This design comes from an exercise in tuning for small area and a short achievable clock period on the open sky130 flow, not from production work.
No functional check of the RTL was part of any run shown here.

==> flow/design.v (outline; a module is shown in full before it is edited, if it fits) <==
// module top_module: 1409 lines
// module pid_fa: 4 lines
// module pid_ha: 4 lines
// module pid_hao: 4 lines
module top_module(
    input [11:0] angleIn,
    input [11:0] setPoint,
    input [7:0] kp,
    input [7:0] ki,
    input [7:0] kd,
    input clk,
    input rst,
    output signed [8:0] dutyCycleOut
    );
  // ...
==> flow/flow/run.sh <==
#!/bin/bash
# The standard layout (standard.sh, unchanged synthesis), with:
#  - timing repair aimed past the clock period: SETUP_SLACK_MARGIN from
#    flow/margin.txt, repair limited to sizing moves (the SDC is unchanged);
#  - plain buffers (buf_1, resized as needed) on the ports instead of delay cells;
#  - sizing not restricted to the same cell footprint.
set -euo pipefail
MARGIN=$(cat flow/margin.txt)
bash standard.sh SETUP_SLACK_MARGIN=$MARGIN \
  BUFFER_PORTS_ARGS="-buffer_cell sky130_fd_sc_hd__buf_1" MATCH_CELL_FOOTPRINT=0 \
  SETUP_MOVE_SEQUENCE=unbuffer,sizeup,swap finish > standard_make.log 2>&1
==> flow/flow/margin.txt <==
11.4
==> flow/standard.sh <==
#!/bin/bash
# synth_recipe.tcl (not shown) runs the flow's synth.tcl, then flattens the netlist and writes it again
# the make line also repeats each setting of config.mk as NAME=value (left out here)
make -C /OpenROAD-flow-scripts/flow DESIGN_CONFIG=/design/flow/config.mk WORK_HOME=/design/flow/orfs CLKGATE_MAP_FILE= SYNTH_SCRIPT=/design/flow/synth_recipe.tcl "${@:-finish}"
==> flow/config.mk <==
export PLATFORM = sky130hd
export DESIGN_NAME = top_module
export DESIGN_NICKNAME = top_module
export VERILOG_FILES = /design/flow/design.v
export SDC_FILE = /design/flow/constraint.sdc
export NUM_CORES = 4
export LEC_CHECK = 0
export CAP_MARGIN = 20
export CORE_MARGIN = 2
export CORE_UTILIZATION = 60
export CTS_BUF_LIST = sky130_fd_sc_hd__clkbuf_8
export SLEW_MARGIN = 20
export SYNTH_HIERARCHICAL = 1
==> flow/constraint.sdc <==
create_clock -name core_clock -period 16.0 [get_ports {clk}]
set_input_delay 3.2000 -clock core_clock [delete_from_list [all_inputs] [get_ports {clk}]]
set_output_delay 3.2000 -clock core_clock [all_outputs]
set_load 0.01 [all_outputs]
==> impl.org, run 1 <==
** Status
- The run finished with no timing, DRC or antenna violations.

** Critical path
- Crit path required time :: between 15000 and 20000 ps
- On the critical path, the stage with the largest delay is an instance of sky130_fd_sc_hd__fa_1.
- Setup slack of the most critical reg-to-reg path :: 11200 ps
- In this design, the critical path's most frequently occurring cell is sky130_fd_sc_hd__fa_1.
- Path length in cells of the critical path :: 17

** Hold path
- The min-delay analysis places its worst path in the category flop to flop.

** Synthesis
- The most used flip-flop cell after synthesis is sky130_fd_sc_hd__dfxtp_1.
- Share of Yosys cell area claimed by the top area cell type :: 0.4888
- The compound-gate portion of the synthesized area is 0.05638.
- Main combinational cell family by area after synthesis :: adder cells
- Fraction of registers with async set or reset after synthesis :: 0
- Adder and majority cell fraction of the synthesized area :: 0.5672

** Final layout
- Of the cells placed in the final design, the portion with a size suffix greater than 1 is 0.1161.
- Number of antenna diodes :: 0
- Measured on the final layout, the clock distribution area share stands at 0.01632.
- P&R area growth vs syn :: 7.738%

** GRT
- For met2 alone, demand over resource in global routing was 0.5025.
- Entering global routing, the biggest net connects 26 pins.
- Number of antenna violations at the first check in global routing :: 0

** Place
- The count of buffers added on input and output ports is 58.

** Die
- Tap insertion was completed with between 200 and 300 tapcells.

** Job
- Across the run, the number of max-cap violations was 0.

** Routing
- Vias/cell :: 5.799
- Number of DRC violations after detailed-routing iteration 0 :: 479
- Final routed wirelength across all metal layers :: 29790 um

** Timing
- Worst slack on hold paths :: around 530 ps

** Clock tree
- TritonCTS built the clock tree.
==> inputs of run 2 (changes only) <==
--- a/flow/design.v
+++ b/flow/design.v
@@ -13,18 +13,16 @@
     reg [12:0] pen_r;            
     reg [8:0] kpd_r;             
     reg [7:0] kd_r, ki_r;
     reg rst_r;                   
     reg [20:0] in_r;             
     reg [8:0] ylo_r;             
     reg inr_r;                   
     reg pos_r;                   
-    reg outr_r;                  
-    reg neg_r;                   
     wire signed [20:0] integ = ~in_r;
     wire w1;
     wire w2;
     wire w3;
     wire w4;
     wire w5;
     wire w6;
     wire w7;
@@ -1269,60 +1267,38 @@
     assign w711 = w690 ^ w710;
     assign w712 = w691 | (w690 & w689);
     assign w713 = w690 & w688;
     assign w714 = w712 | (w713 & w704);
     assign w715 = w713 & w705;
     assign w716 = w714 | (w715 & w700);
     assign w717 = sca[0] ^ scb[0];
     assign w718 = sca[0] | scb[0];
-    assign w719 = sca[1] ^ scb[1];
-    assign w720 = sca[1] & scb[1];
-    assign w721 = sca[2] ^ scb[2];
-    assign w722 = sca[2] & scb[2];
-    assign w723 = sca[3] ^ scb[3];
-    assign w724 = sca[3] & scb[3];
-    assign w725 = sca[4] ^ scb[4];
-    assign w726 = sca[4] & scb[4];
-    assign w727 = sca[5] ^ scb[5];
-    assign w728 = sca[5] & scb[5];
-    assign w729 = sca[6] ^ scb[6];
-    assign w730 = sca[6] & scb[6];
-    assign w731 = sca[7] ^ scb[7];
-    assign w732 = sca[7] & scb[7];
-    assign w733 = sca[8] ^ scb[8];
-    assign w734 = sca[8] & scb[8];
-    assign w735 = sca[9] ^ scb[9];
-    assign w736 = sca[9] & scb[9];
-    assign w737 = sca[10] ^ scb[10];
-    assign w738 = sca[10] & scb[10];
-    assign w739 = sca[11] ^ scb[11];
-    assign w740 = sca[11] & scb[11];
-    assign w741 = sca[12] ^ scb[12];
-    assign w742 = sca[12] & scb[12];
-    assign w743 = sca[13] ^ scb[13];
-    assign w744 = sca[13] & scb[13];
-    assign w745 = sca[14] ^ scb[14];
-    assign w746 = sca[14] & scb[14];
-    assign w747 = sca[15] ^ scb[15];
-    assign w748 = sca[15] & scb[15];
-    assign w749 = sca[16] ^ scb[16];
-    assign w750 = sca[16] & scb[16];
-    assign w751 = sca[17] ^ scb[17];
-    assign w752 = sca[17] & scb[17];
-    assign w753 = sca[18] ^ scb[18];
-    assign w754 = sca[18] & scb[18];
-    assign w755 = sca[19] ^ scb[19];
-    assign w756 = sca[19] & scb[19];
-    assign w757 = sca[20] ^ scb[20];
-    assign w758 = sca[20] & scb[20];
-    assign w759 = sca[21] ^ scb[21];
-    assign w760 = sca[21] & scb[21];
-    assign w761 = sca[22] ^ scb[22];
-    assign w762 = sca[22] & scb[22];
+    pid_ha u_ha3 (.a(sca[1]), .b(scb[1]), .s(w719), .co(w720));
+    pid_ha u_ha4 (.a(sca[2]), .b(scb[2]), .s(w721), .co(w722));
+    pid_ha u_ha5 (.a(sca[3]), .b(scb[3]), .s(w723), .co(w724));
+    pid_ha u_ha6 (.a(sca[4]), .b(scb[4]), .s(w725), .co(w726));
+    pid_ha u_ha7 (.a(sca[5]), .b(scb[5]), .s(w727), .co(w728));
+    pid_ha u_ha8 (.a(sca[6]), .b(scb[6]), .s(w729), .co(w730));
+    pid_ha u_ha9 (.a(sca[7]), .b(scb[7]), .s(w731), .co(w732));
+    pid_ha u_ha10 (.a(sca[8]), .b(scb[8]), .s(w733), .co(w734));
+    pid_ha u_ha11 (.a(sca[9]), .b(scb[9]), .s(w735), .co(w736));
+    pid_ha u_ha12 (.a(sca[10]), .b(scb[10]), .s(w737), .co(w738));
+    pid_ha u_ha13 (.a(sca[11]), .b(scb[11]), .s(w739), .co(w740));
+    pid_ha u_ha14 (.a(sca[12]), .b(scb[12]), .s(w741), .co(w742));
+    pid_ha u_ha15 (.a(sca[13]), .b(scb[13]), .s(w743), .co(w744));
+    pid_ha u_ha16 (.a(sca[14]), .b(scb[14]), .s(w745), .co(w746));
+    pid_ha u_ha17 (.a(sca[15]), .b(scb[15]), .s(w747), .co(w748));
+    pid_ha u_ha18 (.a(sca[16]), .b(scb[16]), .s(w749), .co(w750));
+    pid_ha u_ha19 (.a(sca[17]), .b(scb[17]), .s(w751), .co(w752));
+    pid_ha u_ha20 (.a(sca[18]), .b(scb[18]), .s(w753), .co(w754));
+    pid_ha u_ha21 (.a(sca[19]), .b(scb[19]), .s(w755), .co(w756));
+    pid_ha u_ha22 (.a(sca[20]), .b(scb[20]), .s(w757), .co(w758));
+    pid_ha u_ha23 (.a(sca[21]), .b(scb[21]), .s(w759), .co(w760));
+    pid_ha u_ha24 (.a(sca[22]), .b(scb[22]), .s(w761), .co(w762));
     assign w763 = w717 ^ 1'b1;
     assign w764 = w719 ^ w718;
     assign w766 = w720 | (w719 & w718);
     assign w765 = w721 ^ w766;
     assign w768 = w722 | (w721 & w766);
     assign w767 = w723 ^ w768;
     assign w770 = w724 | (w723 & w722);
     assign w771 = w723 & w721;
@@ -1391,27 +1367,23 @@
         ki_r <= ki;
         if (rst_r) in_r <= ~21'd0;
         else if (integ > 255) in_r <= ~21'd255;
         else if (integ < -255) in_r <= ~(-21'sd255);
         else in_r <= isum_n;
         if (rst | rst_r) begin
             ylo_r <= 9'd0;
             inr_r <= 1'b1;
-            outr_r <= 1'b0;
         end else begin
             ylo_r <= y_lo;
             inr_r <= in_range;
-            outr_r <= ~in_range;
         end
         pos_r <= s_pos;
-        neg_r <= ~s_pos;
     end
-    assign dutyCycleOut[3:0] = inr_r ? ylo_r[3:0] : {{3{pos_r}}, 1'b1};
-    assign dutyCycleOut[8:4] = outr_r ? {neg_r, {4{~neg_r}}} : ylo_r[8:4];
+    assign dutyCycleOut = inr_r ? ylo_r : pos_r ? 9'sd255 : -9'sd255;
 endmodule
 module pid_fa(input a, input b, input ci, output s, output co);
     assign s = a ^ b ^ ci;
     assign co = (a & b) | (ci & (a ^ b));
 endmodule
 module pid_ha(input a, input b, output s, output co);
     assign s = a ^ b;
     assign co = a & b;
==> impl.org, run 2 <==
** Critical path
- The cell repeated most along the worst path is sky130_fd_sc_hd__fa_1 (unchanged).
- Critical path type :: flop to flop (unchanged)
- Crit path required time :: 16330 ps (was 16280 ps)
- Worst R2R Start :: e_r[7] (was e_r[2])
- CP max stage cell :: sky130_fd_sc_hd__fa_2 (was sky130_fd_sc_hd__fa_1)
- Type of element launching the critical path :: flop (unchanged)
- The arrival time of data at the critical path endpoint was 5390 ps (was 5070 ps).
- The startpoint of the worst setup timing path is e_r[7] (was e_r[2]).
- Endpoint class of the critical path :: flop (unchanged)
- The category of cells accounting for the largest share of critical-path delay was adder cells (unchanged).
- Worst-path maximum fanout :: 18 (unchanged)
- The count of buffer and inverter cells on the critical path came to 0 (was 3).
- Worst path cell trace :: nand2_1 -> fa_1 -> fa_2 -> fa_1 -> fa_1 -> fa_2 -> fa_1 -> ha_1 -> a21oi_1 -> o21ai_0 -> nand3_1 -> o211ai_1 -> a2111oi_2 -> xnor2_1 (was nand2_4 -> fa_2 -> fa_1 -> fa_1 -> fa_1 -> fa_1 -> ha_2 -> inv_1 -> fa_1 -> inv_1 -> a31o_1 -> fa_2 -> xnor2_2 -> nor4_2 -> nand4_1 -> o21ai_1 -> inv_1)
- Maximum single-stage delay on the critical path :: 590 ps (was 570 ps)

** Timing
- The final hold violation count is 0 (unchanged).
- Setup tns final :: 0 ps (unchanged)
- Period utilization :: 0.3161 (was 0.2997)
- Final period demand of the worst path :: 5058 ps (was 4796 ps)
- Final critical-path setup slack :: 10940 ps (was 11200 ps)
- The worst slew slack as a fraction of its limit came to 0.6455 (was 0.5040).
- The final worst clock skew is 18.53 ps (was 11.98 ps).
- Achievable frequency :: 0.1977 GHz (was 0.2085 GHz)
- The final setup violation count came to 0 (unchanged).
- Max Transition Viols Final :: 0 (unchanged)
- Unrepaired setup endpoints after global routing :: yes (unchanged)
- Slew at the pin with the worst max-slew slack :: 531.1 ps (was 739.6 ps)

** Routing
- 1st-pass router iterations :: 5 (unchanged)
- Final routed wirelength across all metal layers :: 30400 um (was 29790 um)
- The remaining antenna violation count is 0 (unchanged).
- The mean number of vias per cell is 5.838 (was 5.799).
- The routed length per placed instance is 20.16 um (was 19.83 um).
- Number of DRC violations after detailed-routing iteration 0 :: 652 (was 479)
- The number of vias after detailed routing came to 8804 (was 8710).
- DRC violations left :: 0 (unchanged)

** GRT
- The global-route wire length before repair was 50010 um (was 49090 um).
- The aggregate global-route resource usage is 0.3020 (was 0.2953).
- Number of antenna violations at the first check in global routing :: 0 (unchanged)
- The remaining global-route overflow came to 0 (unchanged).
- The maximum number of pins on one net before global-route repair is 20 (was 26).
- Number of global-route vias before repair :: 9494 (was 9501)

** Synthesis
- Adder and majority cell fraction of the synthesized area :: 0.5674 (was 0.5672)
- Leading post-synthesis cells by cell area: sky130_fd_sc_hd__fa_1 (47%), sky130_fd_sc_hd__dfxtp_1 (14%), sky130_fd_sc_hd__nand2_1 (10%) (was sky130_fd_sc_hd__fa_1 (49%), sky130_fd_sc_hd__dfxtp_1 (14%), sky130_fd_sc_hd__nand2_1 (9.0%)).
- The most instantiated flip-flop cell in the synthesis netlist is sky130_fd_sc_hd__dfxtp_1 (unchanged).
- Most numerous cell types in the synthesized netlist :: sky130_fd_sc_hd__nand2_1 (326), sky130_fd_sc_hd__fa_1 (291), sky130_fd_sc_hd__ha_1 (92) (was sky130_fd_sc_hd__fa_1 (304), sky130_fd_sc_hd__nand2_1 (297), sky130_fd_sc_hd__inv_1 (95))
- Fraction of registers with async set or reset after synthesis :: 0 (unchanged)
- The Yosys warning count is 7 (unchanged).
- The per-instance average area after synthesis is 10.05 sq um (was 10.18 sq um).
- Post-Syn Instances :: 1224 (was 1223)
- Synthesized area :: 0.01230 sq mm (was 0.01245 sq mm)
- Basic-gate share of the synthesized area counting and, or, nand and nor cells :: 0.1619 (was 0.1578)
- The mux cell area share after synthesis was 0 (was 0.002512).
- Proportion of synthesized chip area in sequential cells :: 0.1368 (was 0.1383)
- Synthesized-area fraction occupied by ao, oa, aoi and oai cells :: 0.06462 (was 0.05638)
- XOR/XNOR Fraction of Synth Area :: 0.02493 (was 0.02814)
- Number of enable flip-flop cells after synthesis :: 0 (unchanged)
- FF+latch count, synth :: 84 (was 86)
- Number of distinct library cells after synthesis :: 52 (was 54)
- The portion of synthesized cell area occupied by the leading cell type is 0.4738 (was 0.4888).
- The dominant cell by count in the synthesized netlist was sky130_fd_sc_hd__nand2_1 (was sky130_fd_sc_hd__fa_1).
- Dominant cell type by area after synthesis :: sky130_fd_sc_hd__fa_1 (unchanged)
- Mapped Nets :: 1657 (was 1655)
- The combinational family with the most area after synthesis was adder cells (unchanged).

** Final layout
- Leading cell type in the layout, fill and taps excluded :: sky130_fd_sc_hd__nand2_1 (was sky130_fd_sc_hd__fa_1)
- Reg with most FFs :: in_r (unchanged)
- Commonest cells after routing, fill and taps aside: sky130_fd_sc_hd__nand2_1 (311), sky130_fd_sc_hd__fa_1 (262), sky130_fd_sc_hd__ha_1 (79) (was sky130_fd_sc_hd__fa_1 (277), sky130_fd_sc_hd__nand2_1 (276), sky130_fd_sc_hd__inv_1 (92)).
- Top Registers :: in_r (21), e_r (13), pen_r (13) (unchanged)
- P&R area growth vs syn :: 9.423% (was 7.738%)
- The final net count came to 1666 (was 1659).
- Number of antenna diodes :: 0 (unchanged)
- The proportion of layout cells with a drive suffix above 1 is 0.1300 (was 0.1161).
- Post-layout instance area :: 0.01345 sq mm (was 0.01341 sq mm)
- The flip-flop count of the largest register after layout is 21 (unchanged).
- Final core utilization :: 0.6671 (was 0.6608)

** Status
- Outcome: finished clean (unchanged).

** Job
- The max-cap check violation count is 0 (unchanged).

** Die
- The width of the die was 147.2 um (was 148.1 um).
- The die footprint came to 0.02165 sq mm (was 0.02192 sq mm).
- The vertical extent of the die came to 147.2 um (was 148.1 um).
- The number of I/O pins was 59 (unchanged).
- The total core area was 0.02017 sq mm (was 0.02030 sq mm).
- The standard-cell row count was 52 (unchanged).
- The starting density of the core is 0.6096 (was 0.6134).

** Place
- The final RePlAce weighted congestion is 0.8853 (was 0.8772).
- The half-perimeter wire length after detailed placement is 24170 um (was 23520 um).
- Worst slack at placement :: 10500 ps (was 10640 ps)
- Total placed instance area :: 0.01269 sq mm (was 0.01283 sq mm)
- The count of port buffers added during placement came to 58 (unchanged).

** Clock tree
- The number of clock sinks was 84 (was 86).
- Maximum clock path buffer count :: 2 (unchanged)
- Root Buffer Master :: sky130_fd_sc_hd__clkbuf_8 (unchanged)
- TritonCTS clock tree :: yes (unchanged)
- # H-tree levels :: 3 (unchanged)
- The clock insertion delay at the later pin of the skew report is 400 ps (was 380 ps).
- The number of hold-repair buffers added at the cts stage came to 0 (unchanged).
- The clock transition time at the flip-flop clock pins of the worst setup and hold paths came to 110 ps (was 100 ps).
- Number of CTS-inserted buffers :: 9 (unchanged)

** Hold path
- Hold wc startpoint :: e_r[3] (was e_r[12])
- The worst min-delay path class was flop to flop (unchanged).
[run 2: metal layers]
metal / vias to the layer above / wire length, um / share of wire / global-route usage
met1: 4470 / 13070 / 0.43 / 0.4237
met2: 380 / 14290 / 0.47 / 0.4818
met3: 50 / 2359 / 0.078 / 0.06739
li1: 3904 / - / - / -
met5: - / 0 / 0 / 0
met4: 0 / 681 / 0.022 / 0.08173
[run 2: kinds of logic (layout without fill, tap and decap cells)]
group                      after synthesis  after routing
AOI/OAI and AO/OA                      116            116
xor gates and xnor gates                35             35
adders and majority gates              383            383
buffers and inverters                  143            157
DFF                                     84             84
other                                    2              2
and+or+nand+nor                        461            461
[run 2: final cells by class]
type	count	area [sq um]
Timing Repair Buffer	64	316.6
Clock inverter	7	85.08
Sequential cell	84	1810
Tap cell	270	337.8
Clock buffer	9	123.9
Fill cell	1636	6715
Multi-Input combinational cell	997	10480
Inverter	77	296.5
[run 2: per-module statistics from Yosys (local to each module, per instance)]
module / copies in the design / flops+latches / cells / area [sq um]
top_module: 1 / 84 / 917 / 6330
pid_ha: 24 / 0 / 1 / 12.51
pid_fa: 283 / 0 / 1 / 20.02
[run 2: per-stage QoR]
stage,instances,hold slack (ps)
finish,1508,546.0
floorplan,1224,481.6
CTS,1508,530.6
global route,1508,549.0
detailed placement,1492,594.4
global placement,1492,589.5
[run 2: worst paths after layout]
path	end	slack, ps	cells after the start
worst max-delay path	pos_r	10940	14
worst min register to register	pen_r[3]	550	1
worst min-delay path	pen_r[3]	550	1
worst max register to register	pos_r	10940	14
[run 2: what timing repair did]
| action | in CTS | in global routing |
|---|---|---|
| setup buffers | 0 | 0 |
| setup endpoints to repair | 23 | 15 |
| gates cloned | 0 | 0 |
| pin swaps | 21 | 22 |
| gates resized for setup | 109 | 67 |

-- port drivers added, routing unchanged --
Ports are ideal in the flow. The routed layouts listed here were re-timed in OpenROAD. Step 1: set_driving_cell puts a clkbuf_16 on clk and a buf_2 on each other input, an assumption about the parent block. Step 2 adds t to the input delays and takes it off the output delays; t is the mean of the earliest and latest rising clock arrival at the registers after step 1. Input paths then give back, and output paths get back, about the clock's delay inside the block. Three values: ideal ports, drivers, drivers and shift; two values: the first two.
run	shift t [ns]	setup slack, ns	worst slew at a driven data input, ns	cell pins on the clock port's net
run 1	0.420	11.204 / 11.204 / 10.784	0.06	1
run 2	0.429	10.942 / 10.942 / 10.925	0.04	1
After both steps every run listed still meets setup and hold. The setup slack of run 1, which loses most, moves by 0.000 ns with the drivers and by -0.420 ns with both steps.
